This design comes from an exercise in tuning for small area on the open sky130 flow, not from production work. The RTL was checked by simulation tests, not by an equivalence proof against the original design. Power figures rest on the tool's default switching activity, not on a simulated workload.

// packet_data
module packet_data #(
    parameter data_width = 8,
    parameter depth = 32
)(
    input wire clk,
    input wire rst,
    input wire [data_width-1:0] s_axis_data,
    input wire s_axis_valid,
    output reg s_axis_ready,
    input wire s_axis_last,
    input wire [data_width + data_width - 1 : 0] packet_config,
    output reg [data_width-1 : 0] m_axis_data,
    output reg m_axis_valid,
    input wire m_axis_ready,
    output reg m_axis_last,
    output  full,
    output  empty
);
==> flow/config.mk <==
export PLATFORM = sky130hd
export DESIGN_NAME = packet_data
export DESIGN_NICKNAME = packet_data
export VERILOG_FILES = /design/flow/design.v
export SDC_FILE = /design/flow/constraint.sdc
export NUM_CORES = 4
export LEC_CHECK = 0
export CAP_MARGIN = 20
export CORE_MARGIN = 2
export CORE_UTILIZATION = 60
export GPL_TIMING_DRIVEN = 0
export SLEW_MARGIN = 20
export SYNTH_HIERARCHICAL = 1
==> flow/constraint.sdc <==
create_clock -name core_clock -period 10.0 [get_ports {clk}]
set_input_delay 2.0000 -clock core_clock [delete_from_list [all_inputs] [get_ports {clk}]]
set_output_delay 2.0000 -clock core_clock [all_outputs]
set_load 0.01 [all_outputs]
standard.sh (not shown) runs the stock make flow with config.mk's settings and CLKGATE_MAP_FILE= SYNTH_SCRIPT=/design/flow/synth_recipe.tcl, a recipe that flattens the netlist after the stock synthesis.
==> flow/flow/run.sh <==
#!/bin/bash
# The standard layout (standard.sh), with a smaller clock tree (larger
# sink clusters, no dummy loads) and the smallest buffer on the ports.
set -u
export CTS_ARGS="-sink_clustering_enable -repair_clock_nets -dont_use_dummy_load -buf_list {sky130_fd_sc_hd__clkbuf_4 sky130_fd_sc_hd__clkbuf_8 sky130_fd_sc_hd__clkbuf_16} -sink_clustering_buffer sky130_fd_sc_hd__clkbuf_16 -sink_buffer_max_cap_derate 1.0 -sink_clustering_size 26 -sink_clustering_max_diameter 100"
export BUFFER_PORTS_ARGS="-buffer_cell sky130_fd_sc_hd__buf_1"
bash standard.sh > standard.log 2>&1
Then changed:
==> flow/run.sh (new file) <==
#!/bin/bash
# synth_recipe.tcl (not shown) runs the flow's synth.tcl, then flattens the netlist and writes it again
# the make line also repeats each setting of config.mk as NAME=value (left out here)
make -C /OpenROAD-flow-scripts/flow DESIGN_CONFIG=/design/flow/config.mk WORK_HOME=/design/flow/orfs CLKGATE_MAP_FILE= SYNTH_SCRIPT=/design/flow/synth_recipe.tcl finish
CORE_UTILIZATION = 40   (was 60)
CTS_BUF_LIST = sky130_fd_sc_hd__clkbuf_4   (was unset)
GPL_TIMING_DRIVEN = unset   (was 0)
removed: flow/flow/run.sh
removed: flow/standard.sh
Effect: The new run went through all stages and came out clean. Global-route usage went down by 6.7 points. Routed wire length came out higher by 11%. Final area rose by 6.7%. Count of clock-buffer cells in the layout grows by 170. Core utilization goes down by 19 points. Sequential power hardly moves. Worst setup slack degrades by 0.13 ns. Die area grows by 49%. Hold slack stays flat. Non-clock buffer count goes up by 18.
Then changed:
==> flow/flow/run.sh (new file) <==
#!/bin/bash
# The standard layout (standard.sh), with a smaller clock tree (larger
# sink clusters, no dummy loads) and the smallest buffer on the ports.
set -u
export CTS_ARGS="-sink_clustering_enable -repair_clock_nets -dont_use_dummy_load -buf_list {sky130_fd_sc_hd__clkbuf_4 sky130_fd_sc_hd__clkbuf_8 sky130_fd_sc_hd__clkbuf_16} -sink_clustering_buffer sky130_fd_sc_hd__clkbuf_16 -sink_buffer_max_cap_derate 1.0 -sink_clustering_size 26 -sink_clustering_max_diameter 100"
export BUFFER_PORTS_ARGS="-buffer_cell sky130_fd_sc_hd__buf_1"
bash standard.sh > standard.log 2>&1
==> flow/standard.sh (new file) <==
#!/bin/bash
# synth_recipe.tcl (not shown) runs the flow's synth.tcl, then flattens the netlist and writes it again
# the make line also repeats each setting of config.mk as NAME=value (left out here)
make -C /OpenROAD-flow-scripts/flow DESIGN_CONFIG=/design/flow/config.mk WORK_HOME=/design/flow/orfs CLKGATE_MAP_FILE= SYNTH_SCRIPT=/design/flow/synth_recipe.tcl "${@:-finish}"
CORE_UTILIZATION = 60   (was 40)
CTS_BUF_LIST = unset   (was sky130_fd_sc_hd__clkbuf_4)
removed: flow/run.sh
Wire length came out lower by about 3%.
Setup slack gains 0.43 ns.
Global-route usage increases by 8.9 points.
Core utilization rises by 18 points.
Die area goes down by 33%.
Sequential share of layout area increases by 5.2 points.
Non-clock buffer count fell by 1.
Register-to-register slack hardly moves.
Then changed:
==> flow/run.sh (new file) <==
#!/bin/bash
# synth_recipe.tcl (not shown) runs the flow's synth.tcl, then flattens the netlist and writes it again
# the make line also repeats each setting of config.mk as NAME=value (left out here)
make -C /OpenROAD-flow-scripts/flow DESIGN_CONFIG=/design/flow/config.mk WORK_HOME=/design/flow/orfs CLKGATE_MAP_FILE= SYNTH_SCRIPT=/design/flow/synth_recipe.tcl finish
CORE_UTILIZATION = 40   (was 60)
CTS_BUF_LIST = sky130_fd_sc_hd__clkbuf_2 sky130_fd_sc_hd__clkbuf_4 sky130_fd_sc_hd__clkbuf_8   (was unset)
CTS_CLUSTER_SIZE = 30   (was unset)
removed: flow/flow/run.sh
removed: flow/standard.sh
After rerunning: The new run produced a clean layout. Routed wire length is higher by 2.7%. Power is higher by about 24%. Global-route usage is lower by 9.1 points. Final area is higher by about 8%. Critical path depth is unchanged. Combinational power is higher by about 4%. Clock skew is lower by 0.030 ns. Hold slack gets worse by 0.011 ns. First-iteration DRC count is lower by about 10%.
Then changed:
==> flow/flow/run.sh (new file) <==
#!/bin/bash
# The standard layout (standard.sh), with a smaller clock tree (larger
# sink clusters, no dummy loads) and the smallest buffer on the ports.
set -u
export CTS_ARGS="-sink_clustering_enable -repair_clock_nets -dont_use_dummy_load -buf_list {sky130_fd_sc_hd__clkbuf_4 sky130_fd_sc_hd__clkbuf_8 sky130_fd_sc_hd__clkbuf_16} -sink_clustering_buffer sky130_fd_sc_hd__clkbuf_16 -sink_buffer_max_cap_derate 1.0 -sink_clustering_size 26 -sink_clustering_max_diameter 100"
export BUFFER_PORTS_ARGS="-buffer_cell sky130_fd_sc_hd__buf_1"
bash standard.sh > standard.log 2>&1
==> flow/standard.sh (new file) <==
#!/bin/bash
# synth_recipe.tcl (not shown) runs the flow's synth.tcl, then flattens the netlist and writes it again
# the make line also repeats each setting of config.mk as NAME=value (left out here)
make -C /OpenROAD-flow-scripts/flow DESIGN_CONFIG=/design/flow/config.mk WORK_HOME=/design/flow/orfs CLKGATE_MAP_FILE= SYNTH_SCRIPT=/design/flow/synth_recipe.tcl "${@:-finish}"
CTS_BUF_LIST = unset   (was sky130_fd_sc_hd__clkbuf_2 sky130_fd_sc_hd__clkbuf_4 sky130_fd_sc_hd__clkbuf_8)
CTS_CLUSTER_SIZE = unset   (was 30)
removed: flow/run.sh
Result: The new run went through all stages and came out clean; routed wire length goes down by a few percent; combinational power goes down by a few percent; setup slack gets better by 0.54 ns; final area goes down by a few percent.

re-timing with driven ports:
In the flow no input, the clock included, has a driving cell. The finished layouts below were timed again as built, in two steps. Step 1, drivers: a clkbuf_16 drives clk and a buf_2 each remaining input, both assumed. Step 2 moves the port delays by t, midway between the first and last clock arrival at a register: inputs arrive t later, outputs are due t later. That takes back most of the time a late clock gives input paths. a / b / c = ideal ports / drivers / drivers and shift; a / b = the first two.
run | shift t [ns] | setup WS [ns] | worst register clock-pin slew, ns
the first run | 0.893 | 3.196 / 3.223 / 2.330 | 0.11 / 0.11
the second run | 0.895 | 3.069 / 3.099 / 2.205 | 0.07 / 0.07
the third run | 0.900 | 3.498 / 3.525 / 2.625 | 0.11 / 0.11
the fourth run | 0.705 | 2.926 / 2.955 / 2.250 | 0.07 / 0.07
the fifth run | 0.917 | 3.468 / 3.498 / 2.581 | 0.11 / 0.11
After both steps every run listed still meets setup and hold. For the fifth run, which loses most, drivers alone change the setup slack by +0.030 ns; drivers and shift together by -0.887 ns.
